This design comes from an exercise in tuning for small area, a short achievable clock period and few clock cycles per item on the open sky130 flow, not from production work.
Where RTL was checked, it was by simulation tests only, not by an equivalence proof against the original.
Only the layout flow was run in run 1; the RTL was not checked for function there.
Power and IR drop assume default switching activity.

## flow/design.v (module list and top-level ports; edited modules follow where they fit)
// module fpm: 1409 lines
// module fpm_fa: 4 lines
module fpm(
  input clk,
  input rst,
  input [31:0] number_in,
  input number_a_valid,
  output number_a_ready,
  input number_b_valid,
  output number_b_ready,
  output [31:0] number_out,
  output result_valid
);
  // ...
==> flow/flow/run.sh <==
#!/bin/bash
set -euo pipefail
bash standard.sh SETUP_SLACK_MARGIN=5.5 BUFFER_PORTS_ARGS=-buffer_cell\ sky130_fd_sc_hd__buf_1 CTS_ARGS=-sink_clustering_enable\ -repair_clock_nets\ -dont_use_dummy_load\ -buf_list\ sky130_fd_sc_hd__clkbuf_16\ -sink_clustering_size\ 30\ -sink_clustering_max_diameter\ 70 finish > standard.log 2>&1
==> flow/standard.sh <==
#!/bin/bash
# synth_recipe.tcl (not shown) runs the flow's synth.tcl, then flattens the netlist and writes it again
# the make line also repeats each setting of config.mk as NAME=value (left out here)
make -C /OpenROAD-flow-scripts/flow DESIGN_CONFIG=/design/flow/config.mk WORK_HOME=/design/flow/orfs CLKGATE_MAP_FILE= SYNTH_SCRIPT=/design/flow/synth_recipe.tcl "${@:-finish}"
==> flow/config.mk <==
export PLATFORM = sky130hd
export DESIGN_NAME = fpm
export DESIGN_NICKNAME = fpm
export VERILOG_FILES = /design/flow/design.v
export SDC_FILE = /design/flow/constraint.sdc
export NUM_CORES = 4
export LEC_CHECK = 0
export CAP_MARGIN = 20
export CORE_MARGIN = 2
export CORE_UTILIZATION = 40
export SETUP_SLACK_MARGIN = 5
export SLEW_MARGIN = 20
export SYNTH_HIERARCHICAL = 1
==> flow/constraint.sdc <==
create_clock -name core_clock -period 9.0 [get_ports {clk}]
set_input_delay 1.8000 -clock core_clock [delete_from_list [all_inputs] [get_ports {clk}]]
set_output_delay 1.8000 -clock core_clock [all_outputs]
set_load 0.01 [all_outputs]
==> qor.yml, run 1 <==
layout:
  drive_gt1_share_pct: 11.80
  diodes: 0
  multi_input_area_share_pct: 59.05
  design_area_sq_mm: 0.02148
  buf_share_pct: 6.220
  final_common_cell: "nand2_1"
  final_util_pct: 45.28
  seqCellArea_sq_mm: 0.005909
  area_delta_synth_final_pct: 12.42
  n_clock_buffer: 20
setup_path:
  r2r_setup_slack_ns: 5.50
  slowest_stage: "edfxtp_1"
  cp_slowest_stage_delay_ns: 0.44
  timing.rr.start: "ra[30]$_SDFFCE_PN0P_"
  path_buf_inv: 0
placement:
  dp_slack_ns: 5.147
  placed_cell_area_sq_mm: 0.01996
  post-place-cells: 2419
clocking:
  htreeDepth: 1
  clkTransAtPathRegs_ns: 0.08
  post-cts-setup-buffers: 68
  cts_made_buffers: 20
  clk_latency_ns: 0.55
pwr:
  pg_clk_mw: 0.789
  max-vdd-ir-drop_mv: 0.2064
  power.total_mw: 9.023
floorplanning:
  n_tap_cell: 615
detailed_routing:
  drt-total-wl_mm: 51.55
global_routing:
  antenna_found_initial: 0
  grt_pass1_vias: 14550
logic_synthesis:
  synthArstFlopShare_pct: 0
outcome:
  outcome: "timing/DRC/antenna clean"
==> inputs of run 2 (changes only) <==
--- a/flow/design.v
+++ b/flow/design.v
@@ -947,74 +947,17 @@
   wire t880, t881;
   fpm_fa u_t880 (.a(t811), .b(t812), .c(t329), .s(t880), .co(t881));
   wire t882, t883;
   fpm_fa u_t882 (.a(t813), .b(t814), .c(t332), .s(t882), .co(t883));
   wire t884, t885;
   fpm_fa u_t884 (.a(t815), .b(t333), .c(t334), .s(t884), .co(t885));
   assign tree_sn = {1'b1, t885, t883, t881, t879, t877, t875, t873, t871, t869, t867, t865, t863, t861, t859, t857, t855, t853, t851, t849, t847, t845, t843, t841, t839, t837, t835, t833, t831, t829, t827, t825, t823, t821, t819, t817, t816};
   assign tree_cn = {1'b1, t335, t884, t882, t880, t878, t876, t874, t872, t870, t868, t866, t864, t862, t860, t858, t856, t854, t852, t850, t848, t846, t844, t842, t840, t838, t836, t834, t832, t830, t828, t826, t824, t822, t820, t818, t3};
-  wire [9:0] ex_a = {2'b00, ea | {7'd0, ~ha}};
-  wire [9:0] ex_b = {2'b00, eb | {7'd0, ~hb_e}};
-  wire [9:0] ex_k = ~(10'd125 + {5'd0, k});
-  wire       ex_0 = 1'b0;
-  wire [9:0] ex_ab_p = ex_a ^ ex_b;
-  wire [9:0] ex_ab_g0 = ex_a & ex_b;
-  wire ex_ab_g1_1 = ex_ab_g0[0] | (ex_ab_p[0] & ex_0);
-  wire ex_ab_g1_3 = ex_ab_g0[2] | (ex_ab_p[2] & ex_ab_g0[1]);
-  wire ex_ab_q1_3 = ex_ab_p[2] & ex_ab_p[1];
-  wire ex_ab_g1_5 = ex_ab_g0[4] | (ex_ab_p[4] & ex_ab_g0[3]);
-  wire ex_ab_q1_5 = ex_ab_p[4] & ex_ab_p[3];
-  wire ex_ab_g1_7 = ex_ab_g0[6] | (ex_ab_p[6] & ex_ab_g0[5]);
-  wire ex_ab_q1_7 = ex_ab_p[6] & ex_ab_p[5];
-  wire ex_ab_g1_9 = ex_ab_g0[8] | (ex_ab_p[8] & ex_ab_g0[7]);
-  wire ex_ab_q1_9 = ex_ab_p[8] & ex_ab_p[7];
-  wire ex_ab_g2_2 = ex_ab_g0[1] | (ex_ab_p[1] & ex_ab_g1_1);
-  wire ex_ab_g2_3 = ex_ab_g1_3 | (ex_ab_q1_3 & ex_ab_g1_1);
-  wire ex_ab_g2_6 = ex_ab_g0[5] | (ex_ab_p[5] & ex_ab_g1_5);
-  wire ex_ab_q2_6 = ex_ab_p[5] & ex_ab_q1_5;
-  wire ex_ab_g2_7 = ex_ab_g1_7 | (ex_ab_q1_7 & ex_ab_g1_5);
-  wire ex_ab_q2_7 = ex_ab_q1_7 & ex_ab_q1_5;
-  wire ex_ab_g2_10 = ex_ab_g0[9] | (ex_ab_p[9] & ex_ab_g1_9);
-  wire ex_ab_q2_10 = ex_ab_p[9] & ex_ab_q1_9;
-  wire ex_ab_g3_4 = ex_ab_g0[3] | (ex_ab_p[3] & ex_ab_g2_3);
-  wire ex_ab_g3_5 = ex_ab_g1_5 | (ex_ab_q1_5 & ex_ab_g2_3);
-  wire ex_ab_g3_6 = ex_ab_g2_6 | (ex_ab_q2_6 & ex_ab_g2_3);
-  wire ex_ab_g3_7 = ex_ab_g2_7 | (ex_ab_q2_7 & ex_ab_g2_3);
-  wire ex_ab_g4_8 = ex_ab_g0[7] | (ex_ab_p[7] & ex_ab_g3_7);
-  wire ex_ab_g4_9 = ex_ab_g1_9 | (ex_ab_q1_9 & ex_ab_g3_7);
-  wire ex_ab_g4_10 = ex_ab_g2_10 | (ex_ab_q2_10 & ex_ab_g3_7);
-  wire [9:0] ex_ab = ex_ab_p ^ {ex_ab_g4_9, ex_ab_g4_8, ex_ab_g3_7, ex_ab_g3_6, ex_ab_g3_5, ex_ab_g3_4, ex_ab_g2_3, ex_ab_g2_2, ex_ab_g1_1, ex_0};
-  wire [9:0] ex_p = ex_ab ^ ex_k;
-  wire [9:0] ex_g0 = ex_ab & ex_k;
-  wire ex_g1_1 = ex_g0[0] | (ex_p[0] & ex_0);
-  wire ex_g1_3 = ex_g0[2] | (ex_p[2] & ex_g0[1]);
-  wire ex_q1_3 = ex_p[2] & ex_p[1];
-  wire ex_g1_5 = ex_g0[4] | (ex_p[4] & ex_g0[3]);
-  wire ex_q1_5 = ex_p[4] & ex_p[3];
-  wire ex_g1_7 = ex_g0[6] | (ex_p[6] & ex_g0[5]);
-  wire ex_q1_7 = ex_p[6] & ex_p[5];
-  wire ex_g1_9 = ex_g0[8] | (ex_p[8] & ex_g0[7]);
-  wire ex_q1_9 = ex_p[8] & ex_p[7];
-  wire ex_g2_2 = ex_g0[1] | (ex_p[1] & ex_g1_1);
-  wire ex_g2_3 = ex_g1_3 | (ex_q1_3 & ex_g1_1);
-  wire ex_g2_6 = ex_g0[5] | (ex_p[5] & ex_g1_5);
-  wire ex_q2_6 = ex_p[5] & ex_q1_5;
-  wire ex_g2_7 = ex_g1_7 | (ex_q1_7 & ex_g1_5);
-  wire ex_q2_7 = ex_q1_7 & ex_q1_5;
-  wire ex_g2_10 = ex_g0[9] | (ex_p[9] & ex_g1_9);
-  wire ex_q2_10 = ex_p[9] & ex_q1_9;
-  wire ex_g3_4 = ex_g0[3] | (ex_p[3] & ex_g2_3);
-  wire ex_g3_5 = ex_g1_5 | (ex_q1_5 & ex_g2_3);
-  wire ex_g3_6 = ex_g2_6 | (ex_q2_6 & ex_g2_3);
-  wire ex_g3_7 = ex_g2_7 | (ex_q2_7 & ex_g2_3);
-  wire ex_g4_8 = ex_g0[7] | (ex_p[7] & ex_g3_7);
-  wire ex_g4_9 = ex_g1_9 | (ex_q1_9 & ex_g3_7);
-  wire ex_g4_10 = ex_g2_10 | (ex_q2_10 & ex_g3_7);
-  wire [9:0] ex = ex_p ^ {ex_g4_9, ex_g4_8, ex_g3_7, ex_g3_6, ex_g3_5, ex_g3_4, ex_g2_3, ex_g2_2, ex_g1_1, ex_0};
+  wire [9:0] ex = {2'b00, ea | {7'd0, ~ha}} + {2'b00, eb | {7'd0, ~hb_e}} - 10'd126 - {5'd0, k};
   wire x_nan = a_nan | b_nan | (a_inf & b_zero) | (b_inf & a_zero);
   wire x_inf = (a_inf | b_inf) & ~x_nan;
   wire x_zero = (a_zero | b_zero) & ~x_nan & ~x_inf;
   wire [12:0] lo_a = ~tsn[12:0];
   wire [12:0] lo_b = ~tcn[12:0];
   wire [12:0] lo_p = lo_a ^ lo_b;
   wire [12:0] lo_g = lo_a & lo_b;
   wire [12:0] lo_k = lo_a | lo_b;
==> flow/flow/run.sh (replaced) <==
#!/bin/bash
set -euo pipefail
bash standard.sh SETUP_SLACK_MARGIN=5.6 BUFFER_PORTS_ARGS=-buffer_cell\ sky130_fd_sc_hd__buf_1 CTS_ARGS=-sink_clustering_enable\ -repair_clock_nets\ -dont_use_dummy_load\ -buf_list\ sky130_fd_sc_hd__clkbuf_16\ -sink_clustering_size\ 30\ -sink_clustering_max_diameter\ 70 finish > standard.log 2>&1
==> run 2 against run 1 <==
Clock-buffer cell count grew 3. Sequential share of layout area down 0.49 points. Critical path depth decreased by 1. Core utilization rose by 0.79 points. Sequential power up 4%. Final area is 2.2% higher. Clock skew decreased by 0.0021 ns. Still clean. Synthesized area up 0.88%. Critical endpoint is now le0$_DFF_P_. Worst setup slack improved by 0.13 ns. Via count grew 2.1%.
==> qor.yml, run 2 <==
outcome:
  outcome: "timing/DRC/antenna clean"
pwr:
  power.switching_mw: 4.262
  power_leakage_nw: 8.396
  swShare_pct: 45.30
  max-vdd-ir-drop_mv: 0.1792  # -13%
  p_clk_share_pct: 9.2
  power_frac_seq_pct: 22.3
  p_comb_share_pct: 68.5
  power_density_mw_per_mm2: 428.6
  internal_power_mw: 5.146
timing:
  fmax_mhz: 297.0
  finalSetupTns_ns: 0
  fin_crit_sh_pct: 37.41
  period_needed_ns: 3.367
  setup_violations: 0
  slew_headroom_pct: 51.60
  worst_slew_pin_slew_ns: 0.7167
  rsz0062_at_grt: "yes"
  slew_viol_final: 0
  hold_viol_final: 0
  skew_ns: 0.06376
logic_synthesis:
  yosysSeqAreaShare_pct: 30.63
  synth_most_common_cell: "nand2_1"
  synthTopCellsByCount: "nand2_1 (372), fa_1 (293), dfxtp_1 (175), nor2_1 (107), inv_1 (87)"
  synth_cell_types: 73
  synth_edf_count: 80
  syn_avg_cell_area_sq_um: 10.53
  synthFlopType: "dfxtp_1"
  synth_cells: 1830
  netlist_area_sq_mm: 0.01928
  synth_top_area_share_pct: 30.43
  synthArstFlopShare_pct: 0  # unchanged
  synthTopCellsByArea: "fa_1 (30%), dfxtp_1 (18%), edfxtp_1 (12%), nand2_1 (7.2%), ha_1 (5.1%)"
  ys_ff_latch: 255
  yosysTopAreaCell: "fa_1"
  ys_warn_count: 7
layout:
  drive_gt1_share_pct: 12.74  # +0.94 points
  largest_registers: "tcn: 36 flops, tsn: 36 flops"
  nNetsFinal: 2357
  most-common-layout-cells: "nand2_1 (372), fa_1 (291), dfxtp_1 (168)"
  final_util_pct: 46.07  # +0.79 points
  design_area_sq_mm: 0.02195  # +2.2%
  seqCellArea_sq_mm: 0.005929  # +0.34%
  multi_input_area_sq_mm: 0.01279
  diodes: 0  # unchanged
  final_common_cell: "nand2_1"
  area_delta_synth_final_pct: 13.86
  nFillCells: 4441
setup_path:
  cp_slowest_stage_delay_ns: 0.37  # -0.07 ns
  start_kind: "flip-flop"
  worst-path-stages: 14
  cp-end-kind: "flip-flop"
  path_buf_inv: 3  # +3
  worst-r2r-cell-count: 14
  crit_fanout: 26
  required_ns: 9.47
  path_delay_family: "compound AO/OA/AOI/OAI gates"
  crit_start: "tcn[0]$_DFF_P_"
  critPathMostFrequentCell: "a211oi_4"
  cp_data_arrival_time_ns: 3.84
  crit_type: "reg2reg"
  crit_chain: "inv_1 -> fa_2 -> nand3b_1 -> a211oi_2 -> o21ai_4 -> a211oi_4 -> o21ai_2 -> a211oi_4 -> buf_12 -> inv_6 -> ha_1 -> nor3_2 -> a31oi_1 -> a21oi_1"
  timing.rr.start: "tcn[0]$_DFF_P_"
  r2r_setup_slack_ns: 5.63  # +0.13 ns
  slowest_stage: "dfxtp_1"
placement:
  portBuffers: 70
  place_congestion: 0.8715
  placed_cell_area_sq_mm: 0.02011  # +0.78%
  hpwl_mm: 36.38
floorplanning:
  die_y_um: 223.5
  die_w_um: 223.5
  core_sq_mm: 0.04765
  initial_utilization_pct: 40.46
  io_pins: 71
  design.die.area_sq_mm: 0.04997
  num_rows: 80
clocking:
  clk_latency_ns: 0.56  # about the same
  clockBufferDepth: 3
  htreeDepth: 1  # unchanged
  cts_tree: "yes"
  clkTransAtPathRegs_ns: 0.08  # about the same
  clock-sinks: 255
  clock-root-buffer: "clkbuf_16"
  cts_made_buffers: 23  # +15%
detailed_routing:
  num_vias: 13939
  drt-total-wl_mm: 52.66  # +2.2%
  drt-pass1-iter-count: 5
  routedWlPerCell_um: 20.56
  viasPerCell: 5.441
  drt-initial-drc-count: 962
  ant_nets: 0
  drc: 0
global_routing:
  grt.total_usage_pct: 21.04
  grt_pass1_vias: 14940  # +2.7%
  antenna_found_initial: 0  # unchanged
  overflow: 0
  grt_max_degree: 58
  grt_pass1_wl_mm: 81.91
worst_hold_path:
  min-delay-start: "s2_s$_DFFE_PN_"
  hp-class: "reg2reg"
  holdPathStages: 0
job:
  cap_violations: 0
==> run 2: changes by cell type after synthesis, sizes merged, moves of 6 or more <==
cell / delta
nand2: +17
inv: +15
a211oi: +9
a21o: -8
a31oi: -7
nor3: +7
o21bai: +7
xor2: -7
nand4: -6
==> run 2: area by class of cell <==
cell class	instances	area share, %
Timing Repair Buffer	174	7.063
Sequential cell	255	27.01
Tap cell	615	3.506
Multi-Input combinational cell	1407	58.27
Inverter	88	1.528
Clock buffer	23	2.622
==> run 2: power groups by stage <==
stage | Combinational, mW | Clock, mW | Sequential [mW]
floorplan | 4.58 | 0 | 1.97
global placement | 5.83 | 0 | 2.17
detailed placement | 6.06 | 0 | 2.18
CTS | 6.28 | 0.886 | 2.08
global route | 7.33 | 0.923 | 2.14
finish | 6.44 | 0.865 | 2.10
==> run 2: metrics by stage <==
step / power (mW) / setup slack [ns] / hold WS, ns / std cells
floorplan: 6.554 / 5.605 / 0.3233 / 1841
global placement: 7.998 / 5.168 / 0.3258 / 2452
detailed placement: 8.237 / 5.098 / 0.3400 / 2452
finish: 9.408 / 5.633 / 0.3321 / 2562
CTS: 9.246 / 5.529 / 0.3379 / 2548
global route: 10.39 / 5.474 / 0.3393 / 2562
==> run 2: per-layer routing <==
| layer | GRT usage, % | vias to the layer above | part of all wire (%) |
|---|---|---|---|
| met3 | 4.433 | 142 | 8.4 |
| met2 | 35.38 | 598 | 47 |
| met5 | 0 | - | 0 |
| met1 | 27.21 | 6931 | 41 |
| li1 | - | 6268 | - |
| met4 | 6.774 | 0 | 3.6 |
==> run 2: worst paths after layout <==
path,endpoint
hold reg to reg,out[31]$_DFF_P_
hold / removal,out[31]$_DFF_P_
setup reg to reg,le0$_DFF_P_
setup / recovery,le0$_DFF_P_
==> run 2: modules after synthesis, one instance, submodules excluded <==
module | flops+latches | times used | area [sq um] | cells inside
fpm_fa | 0 | 275 | 20.02 | 1
fpm | 255 | 1 | 13770 | 1555
==> run 2: worst reg2reg max path: stages (launching register included) <==
cell	delay [ns]
dfxtp_1	0.37
inv_1	0.09
fa_2	0.38
nand3b_1	0.21
a211oi_2	0.36
o21ai_4	0.14
a211oi_4	0.35
o21ai_2	0.12
a211oi_4	0.32
buf_12	0.16
inv_6	0.08
ha_1	0.22
nor3_2	0.20
a31oi_1	0.13
a21oi_1	0.15
==> run 2: what timing repair did <==
item / CTS / global route
hold buffers: 0 / 0
buffers inserted: 73 / 10
gates resized for setup: 23 / 46
setup endpoints to repair: 76 / 49
cloned: 0 / 4
pin swaps: 3 / 11
==> run 2: cell families (layout without fill, tap and decap cells) <==
kind of cell / after synthesis / count (layout) / synth area share, %
AOI/OAI and AO/OA: 207 / 207 / 7.172
xor gates and xnor gates: 76 / 76 / 3.453
adders and majority gates: 375 / 375 / 35.72
buffers and inverters: 179 / 285 / 3.641
DFF: 255 / 255 / 30.63
muxes: 62 / 62 / 3.537
other: 1 / 12 / 0.01945
and+or+nand+nor: 675 / 675 / 15.83
Testbench counts of run 2, summed over its fixed seeds: cycles 6,440, items 3,200.
==> inputs of run 3 (changes only) <==
==> flow/flow/run.sh (replaced) <==
#!/bin/bash
set -euo pipefail
bash standard.sh SETUP_SLACK_MARGIN=5.5 RECOVER_POWER=100 BUFFER_PORTS_ARGS=-buffer_cell\ sky130_fd_sc_hd__buf_1 CTS_ARGS=-sink_clustering_enable\ -repair_clock_nets\ -dont_use_dummy_load\ -buf_list\ sky130_fd_sc_hd__clkbuf_16\ -sink_clustering_size\ 30\ -sink_clustering_max_diameter\ 70 finish > standard.log 2>&1
==> run 3 against run 2 <==
First-iteration DRC count up 7.4%. Critical path type unchanged. Via count down 0.73%. Final area down 2.4%. Now fails the layout checks on capacitance limit, slew limit. Synthesized cell count unchanged. Worst setup slack worse by 1.6 ns. Fmax down 33%. Highest routed layer unchanged. Register-to-register slack worse by 1.6 ns.
==> qor.yml, run 3 <==
logic_synthesis:
  synth_edf_count: 80  # unchanged
  synthArstFlopShare_pct: 0  # unchanged
  synthTopCellsByCount: "nand2_1 (372), fa_1 (293), dfxtp_1 (175), nor2_1 (107), inv_1 (87)"
  synth_cell_types: 73  # unchanged
  yosysSeqAreaShare_pct: 30.63  # unchanged
  synthFlopType: "dfxtp_1"
  synth_cells: 1830  # unchanged
  synthTopCellsByArea: "fa_1 (30%), dfxtp_1 (18%), edfxtp_1 (12%), nand2_1 (7.2%), ha_1 (5.1%)"
  ys_ff_latch: 255  # unchanged
  ys_warn_count: 7  # unchanged
  synth_top_area_share_pct: 30.43  # unchanged
  synth_most_common_cell: "nand2_1"
  netlist_area_sq_mm: 0.01928  # unchanged
  yosysTopAreaCell: "fa_1"
  syn_avg_cell_area_sq_um: 10.53  # unchanged
setup_path:
  crit_type: "reg2reg"
  timing.rr.start: "tsn[0]$_DFF_P_"
  timing.rr.end: "e[6]$_DFF_P_"
  cp_data_arrival_time_ns: 5.33  # +1.49 ns
  worst-r2r-cell-count: 13  # -1
  start_kind: "flip-flop"
  crit_fanout: 26  # unchanged
  cp-end-kind: "flip-flop"
  r2r_setup_slack_ns: 3.98  # -1.65 ns
  required_ns: 9.32  # -0.15 ns
floorplanning:
  die_y_um: 223.5  # unchanged
  die_w_um: 223.5  # unchanged
  io_pins: 71  # unchanged
  initial_utilization_pct: 40.46  # unchanged
  design.die.area_sq_mm: 0.04997  # unchanged
  num_rows: 80  # unchanged
  core_sq_mm: 0.04765  # unchanged
timing:
  period_needed_ns: 5.015  # +1.648 ns
  setup_violations: 0  # unchanged
  finalSetupTns_ns: 0  # unchanged
  rsz0062_at_grt: "yes"
  fin_crit_sh_pct: 55.72  # +18 points
  slew_headroom_pct: -60.44  # -110 points
  slew_viol_final: 212  # +212
  worst_slew_pin_slew_ns: 2.407  # +1.690 ns
  fmax_mhz: 199.4  # -33%
  hold_viol_final: 0  # unchanged
  skew_ns: 0.05231  # -0.01145 ns
detailed_routing:
  drt-initial-drc-count: 1033  # +7.4%
  wl_met2_mm: 24.16  # -1.7%
  drt-total-wl_mm: 51.92  # -1.4%
  drc: 0  # unchanged
  highest_layer: "met4"
  ant_nets: 0  # unchanged
  drt-pass1-iter-count: 5  # unchanged
  num_vias: 13837  # -0.73%
  viasPerCell: 5.426  # -0.26%
  met3_length_mm: 4.469  # +1.4%
  met1_length_mm: 21.78  # about the same
  routedWlPerCell_um: 20.36  # -0.95%
clocking:
  clock-sinks: 255  # unchanged
  clockBufferDepth: 3  # unchanged
  cts_tree: "yes"
  clk_latency_ns: 0.56  # about the same
  clock-root-buffer: "clkbuf_16"
  cts_made_buffers: 22  # -4.3%
  htreeDepth: 1  # unchanged
  holdBufCountCts: 0  # unchanged
  clkTransAtPathRegs_ns: 0.08  # about the same
layout:
  final_util_pct: 44.95  # -1.1 points
  drive_gt1_share_pct: 9.871  # -2.9 points
  diodes: 0  # unchanged
  nNetsFinal: 2345  # -0.51%
  fin_cells: 2550  # -0.47%
  largest_registers: "tcn: 36 flops, tsn: 36 flops"
  nFillCells: 4495  # +1.2%
  most-common-layout-cells: "nand2_1 (372), fa_1 (293), dfxtp_1 (173)"
  final_common_cell: "nand2_1"
  area_delta_synth_final_pct: 11.10
global_routing:
  overflow: 0  # unchanged
  antenna_found_initial: 0  # unchanged
  grt_pass1_vias: 14695  # -1.6%
  grt.total_usage_pct: 20.94  # -0.097 points
  grt_pass1_wl_mm: 81.59  # -0.40%
  grt_max_degree: 58  # unchanged
job:
  cap_violations: 6  # +6
outcome:
  failed_checks: "capacitance limit, slew limit"
  outcome: "failed layout checks"
pwr:
  power_density_mw_per_mm2: 431.4  # +0.65%
  p_comb_share_pct: 68.2  # -0.3 points
  internal_power_mw: 5.029  # -2.3%
  power_frac_seq_pct: 22.6  # +0.3 points
  swShare_pct: 45.58  # +0.27 points
  power.switching_mw: 4.212  # -1.2%
  p_clk_share_pct: 9.2  # about the same
  power_leakage_nw: 8.158  # -2.8%
  max-vdd-ir-drop_mv: 0.1801  # +0.54%
worst_hold_path:
  hp-class: "reg2reg"
  min-delay-start: "s2_s$_DFFE_PN_"
  holdPathStages: 0  # unchanged
  min_to: "out[31]$_DFF_P_"
placement:
  hpwl_mm: 36.24  # -0.37%
  post-place-cells: 2452  # unchanged
  place_congestion: 0.8794  # +0.91%
  portBuffers: 70  # unchanged
-- run 3: cell count changes in the layout (fill, tap and decap cells not counted), moves of 5 or more --
cell,before,now
and2_1,25,11
a21oi_1,59,68
buf_6,0,9
buf_4,63,51
buf_12,32,17
a21oi_2,10,1
and2_0,0,14
clkbuf_1,0,14
dfxtp_1,168,173
-- run 3: cell type report --
cell class / instances / area [sq um] / share of cell area (%)
multi-input cells: 1407 / 12650 / 59.07
flip-flops and latches: 255 / 5913 / 27.61
repair buffers: 163 / 1201 / 5.608
well taps: 615 / 769.5 / 3.593
clock buffers: 22 / 550.5 / 2.570
inverters: 88 / 331.6 / 1.548
-- run 3: critical path, cell delays in order, from the launching register on --
cell             delay [ns]
dfxtp_1                0.36
inv_1                  0.08
fa_1                   0.47
nand3b_1               0.21
a211oi_1               0.33
o21ai_0                0.32
a211oi_1               0.52
o21ai_0                0.28
a211oi_4               0.30
clkdlybuf4s25_1        0.34
clkinvlp_2             0.70
nor4_1                 0.60
xnor2_1                0.19
a21oi_1                0.09
-- run 3: cell families after synthesis --
group	after synthesis	synth area share, %
fa+ha+maj	375	35.72
compound gates	207	7.172
buf+inv	179	3.641
xor+xnor	76	3.453
flops	255	30.63
other cells	1	0.01945
mux	62	3.537
simple gates	675	15.83
-- run 3: what timing repair did --
action / in CTS / in global routing
gates resized for setup: 15 / 23
pin swaps: 1 / 5
gates cloned: 0 / 1
setup buffers: 63 / 12
setup endpoints to repair: 64 / 44
-- run 3: power by group through the flow --
stage | combinational, mW | clock [mW] | sequential, mW
floorplan | 4.58 | 0 | 1.97
global placement | 5.84 | 0 | 2.17
detailed placement | 6.05 | 0 | 2.18
CTS | 6.27 | 0.865 | 2.08
global route | 7.15 | 0.905 | 2.13
finish | 6.30 | 0.846 | 2.09
-- run 3: per-layer routing --
metal  track usage, %  vias to the layer above
met5                0                        -
met3            4.696                      105
met4            6.172                        0
li1                 -                     6231
met1            27.65                     6949
met2            34.61                      552
-- run 3: worst max-delay path by stage --
stage	from	cells after the start	endpoint
finish	tsn[0]$_DFF_P_	13	e[6]$_DFF_P_
global route	tsn[0]$_DFF_P_	14	le0$_DFF_P_
CTS	mm[3]$_DFF_P_	7	tcn[11]$_DFF_P_
detailed placement	tsn[0]$_DFF_P_	13	sig[9]$_DFF_P_
global placement	tsn[0]$_DFF_P_	13	sig[9]$_DFF_P_
floorplan	vx$_SDFF_PN0_	9	tcn[15]$_DFF_P_
-- run 3: metrics by stage --
step / area (sq um) / setup WS [ns] / power [mW] / hold WS (ns)
floorplan: 19330 / 5.542 / 6.553 / 0.3233
global placement: 20110 / 5.158 / 8.008 / 0.3270
detailed placement: 20110 / 5.118 / 8.225 / 0.3366
CTS: 21450 / 5.511 / 9.207 / 0.3537
global route: 21420 / 3.559 / 10.18 / 0.3548
finish: 21420 / 3.985 / 9.240 / 0.3479
-- run 3: Yosys stat by module (local to each module, per instance) --
module / times used / cells inside / area [sq um] / flops+latches
fpm: 1 / 1555 / 13770 / 255
fpm_fa: 275 / 1 / 20.02 / 0
==> inputs of run 4 (changes only) <==
==> flow/flow/run.sh (replaced) <==
#!/bin/bash
set -euo pipefail
bash standard.sh SETUP_SLACK_MARGIN=5.5 BUFFER_PORTS_ARGS=-buffer_cell\ sky130_fd_sc_hd__buf_1 CTS_ARGS=-sink_clustering_enable\ -repair_clock_nets\ -dont_use_dummy_load\ -buf_list\ sky130_fd_sc_hd__clkbuf_16\ -sink_clustering_size\ 35\ -sink_clustering_max_diameter\ 80 finish > standard.log 2>&1
==> run 4 against run 3 <==
Now clean on timing, DRC and antenna. Worst hold slack improved by 0.0035 ns. First-iteration DRC count fell by 1.9%. Largest cell class unchanged. Critical endpoint is now tcn[15]$_DFF_P_. Clock skew is 0.022 ns higher. Worst setup slack better by 1.6 ns.
==> qor.yml, run 4 <==
setup_path:
  cp_slowest_stage_delay_ns: 0.55  # -0.15 ns
  crit_chain: "buf_12 -> a21oi_1 -> fa_1 -> fa_1 -> fa_1 -> fa_1 -> fa_1"
  slowest_stage: "fa_1"
  path_buf_inv: 1  # -2
  crit_type: "reg2reg"
  cp-end-kind: "flip-flop"
  crit_fanout: 7  # -73%
  cp_data_arrival_time_ns: 3.80  # -1.53 ns
  critPathMostFrequentCell: "fa_1"
  path_delay_family: "adder cells"
  start_kind: "flip-flop"
  required_ns: 9.37  # +0.05 ns
pwr:
  max-vdd-ir-drop_mv: 0.1928  # +7.0%
  power.total_mw: 9.264  # +0.26%
  power_leakage_nw: 8.246  # +1.1%
  power_density_mw_per_mm2: 428.3  # -0.72%
timing:
  fin_ws_ns: 5.568  # +1.583 ns
  skew_ns: 0.07393  # +0.02162 ns
  hold_viol_final: 0  # unchanged
  setup_violations: 0  # unchanged
  worst_slew_pin_slew_ns: 0.9236  # -1.483 ns
  finalSetupTns_ns: 0  # unchanged
  fin_crit_sh_pct: 38.13  # -18 points
  slew_viol_final: 0  # -100%
  holdWs_ns: 0.3514  # +0.003505 ns
  fmax_mhz: 291.4  # +46%
  slew_headroom_pct: 38.34  # +99 points
  rsz0062_at_grt: "no"
  period_needed_ns: 3.432  # -1.583 ns
clocking:
  cts_made_buffers: 19  # -14%
  clockBufferDepth: 3  # unchanged
  cts_tree: "yes"
  clkTransAtPathRegs_ns: 0.12  # +0.04 ns
  clock-sinks: 255  # unchanged
  clock-root-buffer: "clkbuf_16"
  htreeDepth: 1  # unchanged
  clk_latency_ns: 0.56  # about the same
  holdBufCountCts: 0  # unchanged
placement:
  dp_slack_ns: 5.118  # unchanged
  post-place-cells: 2452  # unchanged
  place_congestion: 0.8794  # unchanged
  hpwl_mm: 36.24  # unchanged
  placed_cell_area_sq_mm: 0.02011  # unchanged
  portBuffers: 70  # unchanged
worst_hold_path:
  hp-class: "reg2reg"
layout:
  largest_registers: "tcn: 36 flops, tsn: 36 flops"
  area_delta_synth_final_pct: 12.19
  fin_cells: 2547  # -0.12%
  nNetsFinal: 2342  # -0.13%
  design_area_sq_mm: 0.02163  # +0.99%
  final_util_pct: 45.40  # +0.44 points
  diodes: 0  # unchanged
  drive_gt1_share_pct: 11.75  # +1.9 points
  final_common_cell: "nand2_1"
  most-common-layout-cells: "nand2_1 (372), fa_1 (291), dfxtp_1 (172)"
global_routing:
  antenna_found_initial: 0  # unchanged
  grt_pass1_wl_mm: 81.83  # +0.30%
  grt.total_usage_pct: 20.98  # +0.032 points
  grt_max_degree: 58  # unchanged
  overflow: 0  # unchanged
  grt_pass1_vias: 14741  # +0.31%
floorplanning:
  die_y_um: 223.5  # unchanged
  io_pins: 71  # unchanged
  num_rows: 80  # unchanged
  die_w_um: 223.5  # unchanged
  core_sq_mm: 0.04765  # unchanged
  design.die.area_sq_mm: 0.04997  # unchanged
  initial_utilization_pct: 40.46  # unchanged
detailed_routing:
  highest_layer: "met4"
  met1_length_mm: 22.08  # +1.4%
  routedWlPerCell_um: 20.33  # -0.17%
  num_vias: 13914  # +0.56%
  viasPerCell: 5.463  # +0.67%
  drt-pass1-iter-count: 6  # +1
  wl_met2_mm: 24.15  # about the same
  drt-total-wl_mm: 51.77  # -0.29%
  drt-initial-drc-count: 1013  # -1.9%
  drc: 0  # unchanged
  met3_length_mm: 4.000  # -10%
  ant_nets: 0  # unchanged
logic_synthesis:
  ys_warn_count: 7  # unchanged
  synth_most_common_cell: "nand2_1"
  syn_avg_cell_area_sq_um: 10.53  # unchanged
  yosysSeqAreaShare_pct: 30.63  # unchanged
  netlist_area_sq_mm: 0.01928  # unchanged
  yosysTopAreaCell: "fa_1"
  synth_cell_types: 73  # unchanged
  synthTopCellsByCount: "nand2_1 (372), fa_1 (293), dfxtp_1 (175), nor2_1 (107), inv_1 (87)"
  synth_edf_count: 80  # unchanged
  synthTopCellsByArea: "fa_1 (30%), dfxtp_1 (18%), edfxtp_1 (12%), nand2_1 (7.2%), ha_1 (5.1%)"
  synth_top_area_share_pct: 30.43  # unchanged
  ys_ff_latch: 255  # unchanged
  synthArstFlopShare_pct: 0  # unchanged
  synth_cells: 1830  # unchanged
  synthFlopType: "dfxtp_1"
outcome:
  outcome: "timing/DRC/antenna clean"
job:
  cap_violations: 0  # -6
## run 4: metal layers
layer  vias up  GRT usage, %
li1       6233             -
met1      6989         27.95
met2       575         34.84
met3       117         4.105
met4         0         6.129
met5         -             0
## run 4: worst paths after layout
path	start	end	slack (ns)	depth (start not counted)
worst min register to register	s2_s$_DFFE_PN_	out[31]$_DFF_P_	0.35	0
worst max register to register	rb[2]$_DFFE_PP_	tcn[15]$_DFF_P_	5.57	7
worst max-delay path	rb[2]$_DFFE_PP_	tcn[15]$_DFF_P_	5.57	7
worst min-delay path	s2_s$_DFFE_PN_	out[31]$_DFF_P_	0.35	0
## run 4: kinds of logic after synthesis
logic type | count (synthesis) | synth area share (%)
adder cells (fa/ha/maj) | 375 | 35.72
AO/OA/AOI/OAI | 207 | 7.172
buffers and inverters | 179 | 3.641
AND/OR/NAND/NOR | 675 | 15.83
other | 1 | 0.01945
multiplexers | 62 | 3.537
XOR/XNOR | 76 | 3.453
flip-flops | 255 | 30.63
## run 4: timing repair
| item | in CTS | in global routing |
|---|---|---|
| gates resized for setup | 13 | 32 |
| pin swaps | 2 | 8 |
| setup endpoints to repair | 67 | 47 |
| setup buffers | 68 | 7 |
| cloned | 0 | 1 |
## run 4: cell type report
cell class | instances | area (sq um)
Inverter | 88 | 337.8
Tap cell | 615 | 769.5
Sequential cell | 255 | 5917
Timing Repair Buffer | 163 | 1344
Multi-Input combinational cell | 1407 | 12790
Clock buffer | 19 | 475.5
Fill cell | 4462 | 26020
## run 4: where the power goes
part | total, mW | leakage, nW | internal, mW | switching (mW)
Clock | 0.774 | 0.234 | 0.375 | 0.399
Combinational | 6.40 | 5.77 | 2.93 | 3.47
Sequential | 2.09 | 2.24 | 1.73 | 0.364
Total | 9.26 | 8.25 | 5.03 | 4.23
## run 4: Yosys stat by module, one instance, submodules excluded
module,copies in the design,flops+latches
fpm,1,255
fpm_fa,275,0
## run 4: worst register-to-register path, stage by stage, from the launching register on
cell and delay [ns]:
edfxtp_1 0.46, buf_12 0.18, a21oi_1 0.22, fa_1 0.50
fa_1 0.50, fa_1 0.43, fa_1 0.55, fa_1 0.41
==> inputs of run 5 (changes only) <==
==> flow/flow/run.sh (replaced) <==
#!/bin/bash
set -euo pipefail
bash standard.sh SETUP_SLACK_MARGIN=5.5 BUFFER_PORTS_ARGS=-buffer_cell\ sky130_fd_sc_hd__buf_1 CTS_ARGS=-sink_clustering_enable\ -repair_clock_nets\ -dont_use_dummy_load\ -buf_list\ sky130_fd_sc_hd__clkbuf_16\ -sink_clustering_size\ 30\ -sink_clustering_max_diameter\ 70 finish > standard.log 2>&1
==> run 5 against run 4 <==
Synthesized cell count is the same. Final area up 0.13%. Core utilization rose by 0.058 points. Final cell count rose by 0.12%. Clock power grew 9.3%. Register-to-register slack gained 0.03 ns. Clock skew is 0.022 ns lower. Clock-buffer cell count increased by 3. First-iteration DRC count up 2.2%. Routed wire length about the same.
==> qor.yml, run 5 <==
outcome:
  outcome: "timing/DRC/antenna clean"
clocking:
  cts_made_buffers: 22  # +3
  clock-root-buffer: "clkbuf_16"
  clock-sinks: 255  # unchanged
  cts_tree: "yes"
  clkTransAtPathRegs_ns: 0.09  # -0.03 ns
  holdBufCountCts: 0  # unchanged
  clockBufferDepth: 3  # unchanged
  clk_latency_ns: 0.56  # about the same
  htreeDepth: 1  # unchanged
layout:
  nNetsFinal: 2345  # +0.13%
  diodes: 0  # unchanged
  final_common_cell: "nand2_1"
  largest_registers: "tcn: 36 flops, tsn: 36 flops"
  design_area_sq_mm: 0.02166  # +0.13%
  area_delta_synth_final_pct: 12.34
  nFillCells: 4458  # -0.090%
  most-common-layout-cells: "nand2_1 (372), fa_1 (292), dfxtp_1 (172)"
  drive_gt1_share_pct: 11.63  # -0.12 points
worst_hold_path:
  hp-class: "reg2reg"
setup_path:
  slowest_stage: "fa_1"
  start_kind: "flip-flop"
  critPathMostFrequentCell: "fa_1"
  path_buf_inv: 1  # unchanged
  path_delay_family: "adder cells"
  cp-end-kind: "flip-flop"
  crit_chain: "buf_6 -> nand2_1 -> fa_1 -> fa_1 -> fa_1 -> fa_1 -> fa_1"
  crit_fanout: 24  # +17
  cp_data_arrival_time_ns: 3.79  # about the same
  required_ns: 9.39  # +0.02 ns
  cp_slowest_stage_delay_ns: 0.58  # +0.03 ns
  crit_type: "reg2reg"
logic_synthesis:
  ys_ff_latch: 255  # unchanged
  synthArstFlopShare_pct: 0  # unchanged
  synth_most_common_cell: "nand2_1"
  synth_edf_count: 80  # unchanged
  yosysTopAreaCell: "fa_1"
  ys_warn_count: 7  # unchanged
  synthTopCellsByArea: "fa_1 (30%), dfxtp_1 (18%), edfxtp_1 (12%), nand2_1 (7.2%), ha_1 (5.1%)"
  synth_cell_types: 73  # unchanged
  synthTopCellsByCount: "nand2_1 (372), fa_1 (293), dfxtp_1 (175), nor2_1 (107), inv_1 (87)"
  synthFlopType: "dfxtp_1"
  netlist_area_sq_mm: 0.01928  # unchanged
  yosysSeqAreaShare_pct: 30.63  # unchanged
  synth_cells: 1830  # unchanged
  synth_top_area_share_pct: 30.43  # unchanged
  syn_avg_cell_area_sq_um: 10.53  # unchanged
detailed_routing:
  drt-initial-drc-count: 1035  # +2.2%
  drt-pass1-iter-count: 5  # -1
  num_vias: 13846  # -0.49%
  drc: 0  # unchanged
  viasPerCell: 5.430  # -0.61%
  routedWlPerCell_um: 20.31  # about the same
  ant_nets: 0  # unchanged
  drt-total-wl_mm: 51.80  # about the same
pwr:
  max-vdd-ir-drop_mv: 0.1975  # +2.5%
  power.total_mw: 9.329  # +0.70%
  power_density_mw_per_mm2: 430.8  # +0.58%
  power_leakage_nw: 8.274  # +0.34%
placement:
  place_congestion: 0.8794  # unchanged
  placed_cell_area_sq_mm: 0.02011  # unchanged
  hpwl_mm: 36.24  # unchanged
  portBuffers: 70  # unchanged
timing:
  period_needed_ns: 3.400  # -0.03168 ns
  hold_viol_final: 0  # unchanged
  holdWs_ns: 0.3478  # -0.003546 ns
  rsz0062_at_grt: "yes"
  fmax_mhz: 294.1  # +0.93%
  fin_crit_sh_pct: 37.78  # -0.35 points
  slew_headroom_pct: 38.06  # -0.29 points
  slew_viol_final: 0  # unchanged
  worst_slew_pin_slew_ns: 0.9279  # +0.004278 ns
  skew_ns: 0.05242  # -0.02151 ns
  finalSetupTns_ns: 0  # unchanged
  setup_violations: 0  # unchanged
global_routing:
  grt.total_usage_pct: 20.94  # -0.032 points
  antenna_found_initial: 0  # unchanged
  overflow: 0  # unchanged
  grt_max_degree: 58  # unchanged
  grt_pass1_wl_mm: 81.59  # -0.30%
  grt_pass1_vias: 14695  # -0.31%
floorplanning:
  design.die.area_sq_mm: 0.04997  # unchanged
  io_pins: 71  # unchanged
  die_w_um: 223.5  # unchanged
  core_sq_mm: 0.04765  # unchanged
  num_rows: 80  # unchanged
  initial_utilization_pct: 40.46  # unchanged
  die_y_um: 223.5  # unchanged
job:
  cap_violations: 0  # unchanged
==> run 5: cell counts after synthesis <==
No cell type changed its count.
==> run 5: final timing paths <==
check                 startpoint         endpoint  slack (ns)  cells after the start
setup / recovery   mm[6]$_DFF_P_  tcn[11]$_DFF_P_        5.60                      7
hold reg to reg   s2_s$_DFFE_PN_  out[31]$_DFF_P_        0.35                      0
setup reg to reg   mm[6]$_DFF_P_  tcn[11]$_DFF_P_        5.60                      7
hold / removal    s2_s$_DFFE_PN_  out[31]$_DFF_P_        0.35                      0
==> run 5: cell families (layout without fill, tap and decap cells) <==
logic type                 after synthesis  count (layout)  share of synthesized area (%)
and+or+nand+nor                        675             675                          15.83
adders and majority gates              375             375                          35.72
DFF                                    255             255                          30.63
AOI/OAI and AO/OA                      207             207                          7.172
buffers and inverters                  179             273                          3.641
xor gates and xnor gates                76              76                          3.453
muxes                                   62              62                          3.537
other                                    1              12                        0.01945
==> run 5: final cells by class <==
| cell class | count | area [sq um] | share of cell area (%) |
|---|---|---|---|
| Tap cell | 615 | 769.5 | 3.553 |
| Clock buffer | 22 | 550.5 | 2.542 |
| Timing Repair Buffer | 163 | 1314 | 6.066 |
| Inverter | 88 | 337.8 | 1.560 |
| Multi-Input combinational cell | 1407 | 12770 | 58.96 |
| Sequential cell | 255 | 5917 | 27.32 |
==> run 5: metal layers <==
metal	vias to the layer above	part of all wire, %	GRT usage (%)
met5	-	0	0
met4	0	2.8	6.172
met3	98	8.5	4.696
met2	565	47	34.61
met1	6950	42	27.65
li1	6233	-	-
==> run 5: through the flow <==
stage                     util, %  worst slack, ns  cells
after floorplan                 -            5.542   1841
after global placement      42.21            5.158   2452
after detailed placement    42.21            5.118   2452
after CTS                   45.02            5.511   2537
after global routing        45.45            5.481   2550
final                       45.45            5.600   2550
==> run 5: Yosys stat by module (local to each module, per instance) <==
module  times used  cell area, sq um
fpm_fa         275             20.02
fpm              1             13770
==> run 5: repair_timing <==
action,CTS,global route
gates cloned,0,1
endpoints found under the setup margin,64,44
resized for setup,15,23
pin swaps,1,5
setup buffers,63,12
==> run 5: report_power, final <==
part / leakage, nW / switching (mW) / total, mW / internal (mW)
registers: 2.24 / 0.361 / 2.09 / 1.73
logic: 5.76 / 3.47 / 6.39 / 2.92
clock network: 0.271 / 0.416 / 0.846 / 0.430

[separate check: timing with driven ports]
How much do the figures lean on ideal ports? The routed layouts below were timed once more, with nothing changed but the port constraints.
Step 1 assumes that a clkbuf_16 drives the clock port and a buf_2 every other input.
Step 2 also shifts input and output timing later by t, the mid clock arrival at the registers, as if the neighbouring blocks saw the same clock.
Three values: ideal, step 1, step 2; two values: the first two.
run | shift t [ns] | setup WS [ns] | hold WS [ns] | worst setup path at the end | cell pins on the clock port's net
run 1 | 0.573 | 5.505 / 5.505 / 5.475 | 0.349 / 0.349 / 0.349 | input to register | 1
run 2 | 0.581 | 5.633 / 5.633 / 5.477 | 0.332 / 0.332 / 0.332 | input to register | 1
run 3 | 0.588 | 3.985 / 3.985 / 3.985 | 0.348 / 0.348 / 0.348 | register to register | 1
run 4 | 0.586 | 5.568 / 5.568 / 5.509 | 0.351 / 0.351 / 0.351 | input to register | 1
run 5 | 0.589 | 5.600 / 5.600 / 5.481 | 0.348 / 0.348 / 0.348 | input to register | 1
The setup slack of run 2, which loses most, moves by 0.000 ns with the drivers and by -0.156 ns with both steps.
